Background: an optimization exercise with open tools, aiming at small area, a short achievable clock period and few clock cycles. Do not read the settings as production practice. In this exercise RTL edits were held to simulation tests only and were not proved equivalent to the original. Power is estimated from default activity; no workload was simulated.

[design/flow/run.sh]
#!/bin/bash
# synth_recipe.tcl (not shown) runs the flow's synth.tcl, then flattens the netlist and writes it again
# the make line also repeats each setting of config.mk as NAME=value (left out here)
make -C /OpenROAD-flow-scripts/flow DESIGN_CONFIG=/design/flow/config.mk WORK_HOME=/design/flow/orfs CLKGATE_MAP_FILE= SYNTH_SCRIPT=/design/flow/synth_recipe.tcl finish
[design/flow/config.mk]
export PLATFORM = sky130hd
export DESIGN_NAME = peak_finder_fp
export DESIGN_NICKNAME = peak_finder_fp
export VERILOG_FILES = /design/flow/design.v
export SDC_FILE = /design/flow/constraint.sdc
export NUM_CORES = 4
export LEC_CHECK = 0
export CAP_MARGIN = 20
export CORE_MARGIN = 2
export CORE_UTILIZATION = 40
export SETUP_SLACK_MARGIN = 2.5
export SLEW_MARGIN = 20
[design/flow/constraint.sdc]
create_clock -name core_clock -period 5.0 [get_ports {clk}]
set_input_delay 1.0000 -clock core_clock [delete_from_list [all_inputs] [get_ports {clk}]]
set_output_delay 1.0000 -clock core_clock [all_outputs]
set_load 0.01 [all_outputs]
[design/flow/design.v]
module fp_gt (
    input  wire [31:0] a,
    input  wire [31:0] b,
    output wire        a_gt_b,
    output wire        b_gt_a
);
    wire a_nan = (a[30:23] == 8'hff) && (a[22:0] != 0);
    wire b_nan = (b[30:23] == 8'hff) && (b[22:0] != 0);
    wire zz    = (a[30:23] == 8'h00) && (b[30:23] == 8'h00);
    wire ok    = !a_nan && !b_nan;
    wire mg = a[30:0] > b[30:0];
    wire ml = a[30:0] < b[30:0];
    wire mgt = mg && !zz;
    wire mlt = ml && !zz;
    wire sa = a[31], sb = b[31];
    assign a_gt_b = ok && ((!sa && !sb && mgt) || (!sa && sb && !zz) || (sa && sb && mlt));
    assign b_gt_a = ok && ((!sa && !sb && mlt) || (sa && !sb && !zz) || (sa && sb && mgt));
endmodule
module peak_finder_fp (
    input clk,
    input rst_n,
    output reg [12:0] bram_addr,
    input wire [31:0] bram_data,
    output reg [0:0]  web,
    output wire [6:0] addrb,
    output wire [44:0] dinb,
    input wire [31:0] threshold,
    input wire        start,
    output reg        done
);
    localparam T_NONE = 3'd0, T_BF = 3'd1, T_BM = 3'd2, T_BL = 3'd3,
               T_TS = 3'd4, T_TP = 3'd5, T_FIN = 3'd6;
    localparam S_IDLE = 3'd0, S_BASE = 3'd1, S_RR = 3'd2, S_RRT = 3'd3, S_FINW = 3'd4;
    reg [2:0] st;
    reg [2:0] tA, tB, tC;
    reg [2:0] bc;           
    reg [1:0] cd;           
    reg       fb, m0, pg0;  
    reg       last, phantom;
    reg [3:0] fo;           
    reg       rrt_last;     
    reg [31:0] r1;          
    reg [12:0] widx;
    reg [5:0]  cnt;         
    reg        cand;
    reg [4:0]  S;           
    reg        lastc;
    reg [4:0]  PS;          
    reg        PL;
    assign addrb = {1'b0, cnt};
    assign dinb  = {widx, r1};
    wire gwr, grw, gwt, gtw;
    fp_gt c_pair (.a(bram_data), .b(r1),        .a_gt_b(gwr), .b_gt_a(grw));
    fp_gt c_thr  (.a(bram_data), .b(threshold), .a_gt_b(gwt), .b_gt_a(gtw));
    wire is_tgt  = (tC == T_TS) || (tC == T_TP);
    wire confirm = (tC == T_TS) || ((tC == T_TP) && gwr);
    wire term    = confirm && (cnt == 6'd34);
    wire hasS = |PS;
    reg [2:0] j;
    always @(*) begin
        casez (PS)
            5'b1????: j = 3'd4;
            5'b01???: j = 3'd3;
            5'b001??: j = 3'd2;
            5'b0001?: j = 3'd1;
            default:  j = 3'd0;
        endcase
    end
    wire isfirst = (j == 3'd4) || ((j == 3'd3) && !pg0);
    reg signed [8:0] from_off;
    always @(*) begin
        case (fo)
            4'd0: from_off = 9'sd0;
            4'd1: from_off = -9'sd1;
            4'd2: from_off = -9'sd2;
            4'd3: from_off = -9'sd3;
            4'd4: from_off = -9'sd4;
            4'd5: from_off = -9'sd5;
            default: from_off = 9'sd53;
        endcase
    end
    reg signed [8:0] to_off;
    reg [2:0] op;  
    always @(*) begin
        op = 3'd0;
        to_off = 9'sd0;
        if (hasS) begin
            if (isfirst) begin
                to_off = -9'sd2 - {6'd0, j};
                if (cd <= 2'd1) op = 3'd1;
            end else begin
                to_off = -9'sd1 - {6'd0, j};
                if (cd == 2'd0) op = 3'd2;
            end
        end else if (PL) begin
            to_off = 9'sd1;
            if (cd <= 2'd1) op = 3'd3;
        end else if (phantom) begin
            op = 3'd5;
        end else begin
            to_off = 9'sd102;
            op = 3'd4;
        end
    end
    wire signed [8:0] delta = to_off - from_off;
    wire [12:0] jump_addr = bram_addr + {{4{delta[8]}}, delta};
    always @(posedge clk) begin
        r1 <= bram_data;
        if (!rst_n) begin
            st <= S_IDLE;
            tA <= T_NONE; tB <= T_NONE; tC <= T_NONE;
            web <= 1'b0;
            done <= 1'b0;
            bram_addr <= 13'd0;
            cd <= 2'd0;
        end else begin
            tB <= tA;
            tC <= tB;
            web <= 1'b0;
            done <= 1'b0;
            if (cd != 2'd0) cd <= cd - 2'd1;
            if (tA == T_TS || tA == T_TP) widx <= bram_addr;
            case (tC)
                T_BF: begin
                    PS <= S; PL <= lastc;
                    S <= 5'd0;
                    cand <= gwt;
                end
                T_BM: begin
                    S <= {S[3:0], cand & grw};
                    cand <= gwt & gwr;
                end
                T_BL: begin
                    S <= {S[3:0], cand & grw};
                    lastc <= gwt & gwr;
                end
                T_FIN: done <= 1'b1;
                default: ;
            endcase
            if (confirm) begin
                if (cnt == 6'd34) done <= 1'b1;
                else web <= 1'b1;
            end
            if (web) cnt <= cnt + 6'd1;
            tA <= T_NONE;
            case (st)
                S_IDLE: begin
                    if (start) begin
                        bram_addr <= 13'd899;
                        tA <= T_BF;
                        bc <= 3'd5;
                        st <= S_BASE;
                        fb <= 1'b1; m0 <= 1'b0; pg0 <= 1'b0;
                        last <= 1'b0; phantom <= 1'b0;
                        S <= 5'd0; lastc <= 1'b0; PS <= 5'd0; PL <= 1'b0;
                        cnt <= 6'd0;
                    end
                end
                S_BASE: begin
                    bram_addr <= bram_addr + 13'd1;
                    bc <= bc - 3'd1;
                    if (bc == 3'd1) begin
                        tA <= T_BL;
                        st <= S_RR;
                        fo <= 4'd8;
                        {pg0, m0} <= {m0, fb};
                        fb <= 1'b0;
                        if (bram_addr == 13'd8164) last <= 1'b1;
                    end else
                        tA <= T_BM;
                end
                S_RR: begin
                    case (op)
                        3'd1: begin  
                            bram_addr <= jump_addr;
                            PS[j] <= 1'b0;
                            rrt_last <= 1'b0;
                            fo <= {1'b0, j} + 4'd1;
                            st <= S_RRT;
                        end
                        3'd2: begin
                            bram_addr <= jump_addr;
                            PS[j] <= 1'b0;
                            tA <= T_TS;
                            cd <= 2'd2;
                            fo <= {1'b0, j} + 4'd1;
                        end
                        3'd3: begin  
                            bram_addr <= jump_addr;
                            PL <= 1'b0;
                            rrt_last <= 1'b1;
                            fo <= 4'd0;
                            st <= S_RRT;
                        end
                        3'd4: begin
                            bram_addr <= jump_addr;
                            tA <= T_BF;
                            bc <= 3'd4;
                            st <= S_BASE;
                            if (last) phantom <= 1'b1;
                        end
                        3'd5: begin
                            tA <= T_FIN;
                            st <= S_FINW;
                        end
                        default: ;
                    endcase
                end
                S_RRT: begin
                    bram_addr <= rrt_last ? bram_addr - 13'd1 : bram_addr + 13'd1;
                    tA <= T_TP;
                    cd <= 2'd2;
                    st <= S_RR;
                end
                S_FINW: begin
                    if (tC == T_FIN) st <= S_IDLE;
                end
                default: st <= S_IDLE;
            endcase
            if (term) begin
                st <= S_IDLE;
                tA <= T_NONE; tB <= T_NONE; tC <= T_NONE;
            end
        end
    end
endmodule
==> results of run 1 <==
==> sequential cells by signal, indices dropped and copies added, names as in the netlist, 3 cells and up <==
signal     flops
PS             5
S              5
bc             3
bram_addr     13
cnt            6
fo             4
r1            32
st             3
tA             3
tB             3
tC             3
widx          13
==> cells in the final DEF, fill, tap and decap left out, types with 6 or more instances in the layout <==
cell type	instances
a211oi_2	6
a21o_1	7
a21oi_1	39
a21oi_2	20
a22oi_1	6
and2_1	8
buf_2	8
buf_4	53
buf_6	6
clkbuf_16	10
clkdlybuf4s15_2	11
clkdlybuf4s50_1	79
dfxtp_1	48
dfxtp_2	13
dlygate4sd2_1	18
edfxtp_1	45
ha_1	48
ha_4	41
inv_1	85
inv_2	11
nand2_1	63
nand2_2	6
nand3_1	23
nand3b_1	6
nand4_1	23
nor2_1	50
nor3_1	18
nor4_1	29
o21ai_0	13
o21ai_1	14
o21ai_2	11
o22ai_1	12
or4_1	6
xnor2_1	13
xor2_1	16
==> path summary, 6_finish.rpt <==
check / from / endpoint / slack, ns / depth (start not counted)
setup reg to reg: PS[1] / bram_addr[9] / 0.87 / 20
setup / recovery: PS[1] / bram_addr[9] / 0.87 / 20
hold / removal: tB[0] / tC[0] / 0.44 / 1
hold reg to reg: tB[0] / tC[0] / 0.44 / 1
==> power groups by stage <==
stage | registers, uW | clock network, uW | logic (uW)
floorplan | 1010 | 0 | 371
global placement | 1020 | 0 | 588
detailed placement | 1020 | 0 | 593
CTS | 1000 | 734 | 689
global route | 1010 | 771 | 816
finish | 1000 | 720 | 746
==> per-layer routing <==
layer  vias to the layer above  share of wire, %
met1                      3371                44
met2                       190                49
met4                         0               1.8
li1                       3447                 -
met3                        28               4.8
met5                         -                 0
==> through the flow <==
stage	instance area (um2)	power (uW)	worst slack (ns)
global placement	9300	1610	0.718
finish	10700	2470	0.868
detailed placement	9300	1610	0.643
global route	10700	2600	0.628
floorplan	7780	1380	1.05
CTS	10400	2420	0.931
==> cells by family after synthesis <==
kind of cell | Yosys count
muxes | 5
and+or+nand+nor | 296
xor gates and xnor gates | 31
other | 1
DFF | 106
AOI/OAI and AO/OA | 193
adders and majority gates | 95
buffers and inverters | 122
==> layout make-up <==
| type | count | area [um2] | area share [%] |
|---|---|---|---|
| multi-input combinational | 622 | 5450 | 50.9 |
| sequential | 106 | 2590 | 24.2 |
| timing repair buffer | 185 | 1710 | 16.0 |
| inverter | 97 | 368 | 3.44 |
| tap | 229 | 287 | 2.68 |
| clock buffer | 12 | 259 | 2.42 |
| clock inverter | 4 | 32.5 | 0.304 |
| antenna | 1 | 2.50 | 0.0234 |
==> what timing repair did <==
item,in CTS,in global routing
hold buffers,0,0
endpoints found under the setup margin,78,56
pin swaps,68,33
cloned,1,1
resized for setup,264,53
setup buffers,38,12
==> flow_summary.toml, run 1 <==
[yosys]
yosys.area_share.xor_xnor_pct = 3.69
async_flop_share_pct = 0
yosys.area_share.simple_pct = 20.9
synthDistinctLibCells = 69
ys_seq_area_share_pct = 35.0
synth.most_common_cell = "inv_1"
yosys.area_share.adder_pct = 16.4
synth_nets = 1011
synth_compound_area_share_pct = 16.9
postSynthAreaPerCell_um2 = 8.66
synth_top_cells_by_count = "97 x inv_1, 93 x ha_1, 72 x nand2_1, 61 x dfxtp_1, 60 x a21oi_1"
synth_top_area_share_pct = 18.4
synth.area.top_cells = "edfxtp_1 18%, dfxtp_1 17%, ha_1 16%"
ys_warn_count = 1
synth-edff-count = 45
syn_area_um2 = 7350
synth_ff_type = "dfxtp_1"
netlist_instances = 849
synth_top_family_by_area = "simple AND/OR/NAND/NOR gates"
synthMuxAreaShare_pct = 0.681
ys_ff_latch = 106
synth_top_cell_by_area = "edfxtp_1"

[clock_tree]
clock_path_buffers = 2
numCtsBuffers = 9
htree_levels = 3
cts_root_buf = "clkbuf_16"
cts_tree = "built"
cts_sinks = 106
insertion_delay_ns = 0.35
clk_pin_slew_ns = 0.08

[flow_run]
drv_cap = 0

[floorplanning]
io_pins = 134
die_area_um2 = 19500
rows = 49
initial_utilization_pct = 40.8
core_um2 = 18000
die_x_um = 140
die_h_um = 140

[power]
internal_power_uw = 1680
share_comb_of_total_power_pct = 30.2
switching_share_pct = 31.8
power_density_nw_per_um2 = 231
p_sw_uw = 785
ir_drop_v = 0.000187
clock_power_share_pct = 29.2
p_leak_uw = 0.00420
seq_power_share_pct = 40.6

[drt]
ant_nets = 0
routed_via_density = 5.60
drc = 0
dr_total_vias = 7036
wirelength_um = 22800
first_iter_violations = 378
wl_per_cell_um = 18.2
dr.pass1.iters = 5

[global_route]
grt_pass1_wl_um = 36300
grt_usage_pct = 23.1
use_met3_pct = 4.20
antenna_found_initial = 1
grt_max_degree = 30
grt_pass1_vias = 7045
grt_overflow_total = 0
grt-busiest-layer = "met2"
use_met1_pct = 30.2
grt.met2_usage_pct = 39.1

[timing]
skew_ns = 0.0130
slew_violations = 0
finalCritPeriodShare_pct = 82.6
final.setup.tns_ns = 0
rsz0062_at_grt = "yes"
whs_ns = 0.435
hold_viol = 0
setup_viol = 0
worst_pin_slew_ns = 0.909
relSlewSlack_pct = 39.3
fmax_mhz = 242
layout_min_cycle_time_ns = 4.13

[setup_path]
cp_data_arrival_time_ns = 4.38
cp_max_fo = 4
path_class = "reg -> reg"
crit_chain = "or4_4 > nor2_4 > nand2_1 > a21boi_1 > ha_2 > fa_2 > nor2b_2 > o21ai_2 > a21oi_2 > a21o_1 > nor2_2 > xnor2_1 > ha_2 > nor3_1 > nor2_1 > a31o_2 > a21oi_2 > xor2_1 > nor2_1 > o221a_1"
setup.worst_path.start_class = "register"
critPathTopFamily = "simple AND/OR/NAND/NOR gates"
slowest_delay_ns = 0.59
worstPathRequired_ns = 5.25
worstSetupEndpointType = "register"
path_buf_inv = 0
crit_path_top_delay_cell = "or4_4"

[worst_hold_path]
hold_path_class = "reg -> reg"

[final_layout]
layout.nets = 1183
n_fill_cell = 1582
finalNonFillerCells = 1256
drive_gt1_share_pct = 28.0
final_core_util_pct = 59.3
syn_to_final_growth_pct = 45.5

[placement]
hpwl_um = 16600
placed_cells = 1187
place_congestion = 0.884
portBuffers = 132

[status]
status = "timing/DRC/antenna clean"
Testbench counts, summed over its fixed seeds: cycles 19,939.
==> inputs of run 2 (changes only) <==
--- a/design/flow/config.mk
+++ b/design/flow/config.mk
@@ -10,3 +10,2 @@
 export CORE_UTILIZATION = 40
-export SETUP_SLACK_MARGIN = 2.5
 export SLEW_MARGIN = 20
==> flow_summary.toml, run 2 <==
[status]
status = "timing/DRC/antenna clean"

[worst_hold_path]
hold_path_class = "reg -> reg"
hp-start = "tB[0]"
min_to = "tC[0]"
hold_depth = 1

[floorplanning]
die_h_um = 140
die_x_um = 140
core_um2 = 18000
initial_utilization_pct = 40.8
io_pins = 134
die_area_um2 = 19500
rows = 49

[yosys]
postSynthAreaPerCell_um2 = 8.66
netlist_instances = 849
synth-edff-count = 45
syn_area_um2 = 7350
ys_warn_count = 1
synth_top_cells_by_count = "97 x inv_1, 93 x ha_1, 72 x nand2_1, 61 x dfxtp_1, 60 x a21oi_1"
ys_seq_area_share_pct = 35.0
synth_top_area_share_pct = 18.4
synth.area.top_cells = "edfxtp_1 18%, dfxtp_1 17%, ha_1 16%"
synthDistinctLibCells = 69
synth_top_cell_by_area = "edfxtp_1"
synth_nets = 1011
synth.most_common_cell = "inv_1"
async_flop_share_pct = 0
synth_ff_type = "dfxtp_1"
ys_ff_latch = 106

[setup_path]
critPathTopFamily = "compound AO/OA/AOI/OAI gates"
rr_startpoint = "PS[4]"
setup.worst_path.start_class = "register"
crit_path_top_delay_cell = "or4_4"
worstPathRequired_ns = 5.25
r2r_slack_ns = 0.39
slowest_delay_ns = 0.61
cp_data_arrival_time_ns = 4.86
rr_worst_depth = 20
path_class = "reg -> reg"
cpMostUsedCell = "nor2_1"
cp_max_fo = 7
worstSetupEndpointType = "register"
path_buf_inv = 1
crit_chain = "or4_4 > nor2_1 > inv_1 > o211ai_1 > nand2_1 > fa_1 > nor2b_1 > o21ai_0 > a21oi_1 > a21o_1 > nor2_1 > xnor2_1 > ha_1 > nor3_1 > o2111ai_1 > a31o_2 > a21oi_1 > xor2_1 > nor2_1 > o221a_1"
rr_endpoint = "bram_addr[9]"

[global_route]
grt_pass1_wl_um = 33100
grt_overflow_total = 0
grt_usage_pct = 21.0
grt_max_degree = 29
grt_pass1_vias = 6445
antenna_found_initial = 0

[timing]
fin_ws_ns = 0.389
layout_min_cycle_time_ns = 4.61
slew_violations = 0
worst_pin_slew_ns = 0.878
finalCritPeriodShare_pct = 92.2
hold_viol = 0
relSlewSlack_pct = 41.4
setup_viol = 0
rsz0062_at_grt = "no"
final.setup.tns_ns = 0
skew_ns = 0.00840
fmax_mhz = 217

[flow_run]
drv_cap = 0

[final_layout]
largest_register_ff_count = 32
reg_top3 = "r1: 32 flops, bram_addr: 13 flops, widx: 13 flops"
layout.nets = 1135
antenna_cells = 0
regMostFlops = "r1"
mostFrequentLayoutCells = "132 x clkdlybuf4s50_1, 96 x inv_1, 93 x ha_1"
drive_gt1_share_pct = 4.50
layout_commonest_cell = "clkdlybuf4s50_1"
syn_to_final_growth_pct = 25.6

[power]
power_density_nw_per_um2 = 250
p_leak_uw = 0.00377
ir_drop_v = 0.000172

[drt]
dr.pass1.iters = 5
wirelength_um = 20600
wl_per_cell_um = 17.1
routed_via_density = 5.51
first_iter_violations = 347
ant_nets = 0
drc = 0
dr_total_vias = 6656

[clock_tree]
cts_sinks = 106
insertion_delay_ns = 0.36
numCtsBuffers = 9
cts_tree = "built"
clock_path_buffers = 2
cts_root_buf = "clkbuf_16"
htree_levels = 3
clk_pin_slew_ns = 0.08

[placement]
hpwl_um = 16100
portBuffers = 132
place_congestion = 0.864
dpl_worst_slack_ns = 0.243
## run 2: cell types whose count changed in the layout (fill, tap and decap cells not counted), sizes merged
cell           change
clkdlybuf4s50     +53
clkdlybuf4s15     -15
clkinvlp           -1
a21oi              -1
clkbuf             -1
diode              -1
inv                +2
buf               -65
dlygate4sd2       -18
dlymetal6s2s       -2
## run 2: how the worst max path moves through the flow
stage | startpoint | endpoint | slack (ns) | depth (start not counted)
finish | PS[4] | bram_addr[9] | 0.39 | 20
global route | PS[2] | bram_addr[11] | 0.02 | 26
CTS | PS[4] | bram_addr[12] | 0.23 | 22
detailed placement | PS[4] | bram_addr[12] | 0.24 | 22
global placement | PS[4] | bram_addr[12] | 0.38 | 22
floorplan | PS[2] | bram_addr[11] | 0.73 | 26
## run 2: layout make-up
cell class                      count  area (um2)
Clock inverter                      5        36.3
Multi-Input combinational cell    621        4330
Timing Repair Buffer              138        1370
Clock buffer                       11         275
Sequential cell                   106        2570
Tap cell                          229         287
Inverter                           97         364
Fill cell                        1738        8800
## run 2: worst register-to-register path, stage by stage, from the launching register on
cell       delay (ns)
edfxtp_1         0.48
or4_4            0.61
nor2_1           0.24
inv_1            0.19
o211ai_1         0.13
nand2_1          0.12
fa_1             0.49
nor2b_1          0.12
o21ai_0          0.11
a21oi_1          0.21
a21o_1           0.15
nor2_1           0.06
xnor2_1          0.13
ha_1             0.23
nor3_1           0.21
o2111ai_1        0.17
a31o_2           0.27
a21oi_1          0.18
xor2_1           0.16
nor2_1           0.05
o221a_1          0.22
## run 2: logic make-up after synthesis
| group | after synthesis | synth area share (%) |
|---|---|---|
| other | 1 | 0.0510 |
| AOI/OAI and AO/OA | 193 | 16.9 |
| muxes | 5 | 0.681 |
| xor gates and xnor gates | 31 | 3.69 |
| DFF | 106 | 35.0 |
| buffers and inverters | 122 | 6.38 |
| and+or+nand+nor | 296 | 20.9 |
| adders and majority gates | 95 | 16.4 |
## run 2: per-stage QoR
stage	instance area (um2)	utilization, %	std cells	hold WS, ns	total power (uW)
final	9230	51.2	1207	0.440	2300
after global routing	9230	51.2	1207	0.459	2420
after CTS	9200	51.0	1205	0.443	2320
after detailed placement	8890	49.3	1189	0.419	1550
after global placement	8890	49.3	1189	0.421	1550
after floorplan	7350	-	849	0.406	1330
## run 2: power by group
group	switching, uW	internal [uW]	leakage (uW)	total (uW)
Clock	358	404	0.000157	762
Sequential	53.8	945	0.000940	999
Combinational	289	253	0.00268	542
## run 2: repair_timing
item	in CTS	in global routing
buffers inserted	0	2
hold buffers	0	0
gates resized for setup	0	6
setup endpoints to repair	0	5
## run 2: metal layers
layer / GRT usage (%) / vias to the layer above / wire [um]
met5: 0 / - / 0
met4: 6.11 / 0 / 308
met3: 2.75 / 22 / 822
met2: 35.0 / 162 / 9780
met1: 28.6 / 3123 / 9730
li1: - / 3349 / -

[separate check: timing with driven ports]
The results above use ideal ports. As a check the final layouts listed here were re-extracted and re-timed, cells and wires unchanged. Step 1 sets driving cells, clkbuf_16 on the clock port and buf_2 on the other inputs (assumed; they add their load-dependent delay and slew). Step 2 adds t to the input delays and takes it off the output delays; t is the mean of the earliest and latest rising clock arrival at the registers after step 1. Input paths then give back, and output paths get back, about the clock's delay inside the block. Three values: ideal, step 1, step 2; two values: the first two.
| run | shift t [ns] | setup WS [ns] | hold WS [ns] | worst setup path at the end | cell pins on the clock port's net |
|---|---|---|---|---|---|
| run 1 | 0.392 | 0.868 / 0.868 / 0.868 | 0.435 / 0.435 / 0.435 | register to register | 1 |
| run 2 | 0.399 | 0.389 / 0.389 / 0.389 | 0.440 / 0.440 / 0.440 | register to register | 1 |
After both steps setup and hold are still met in every run listed.
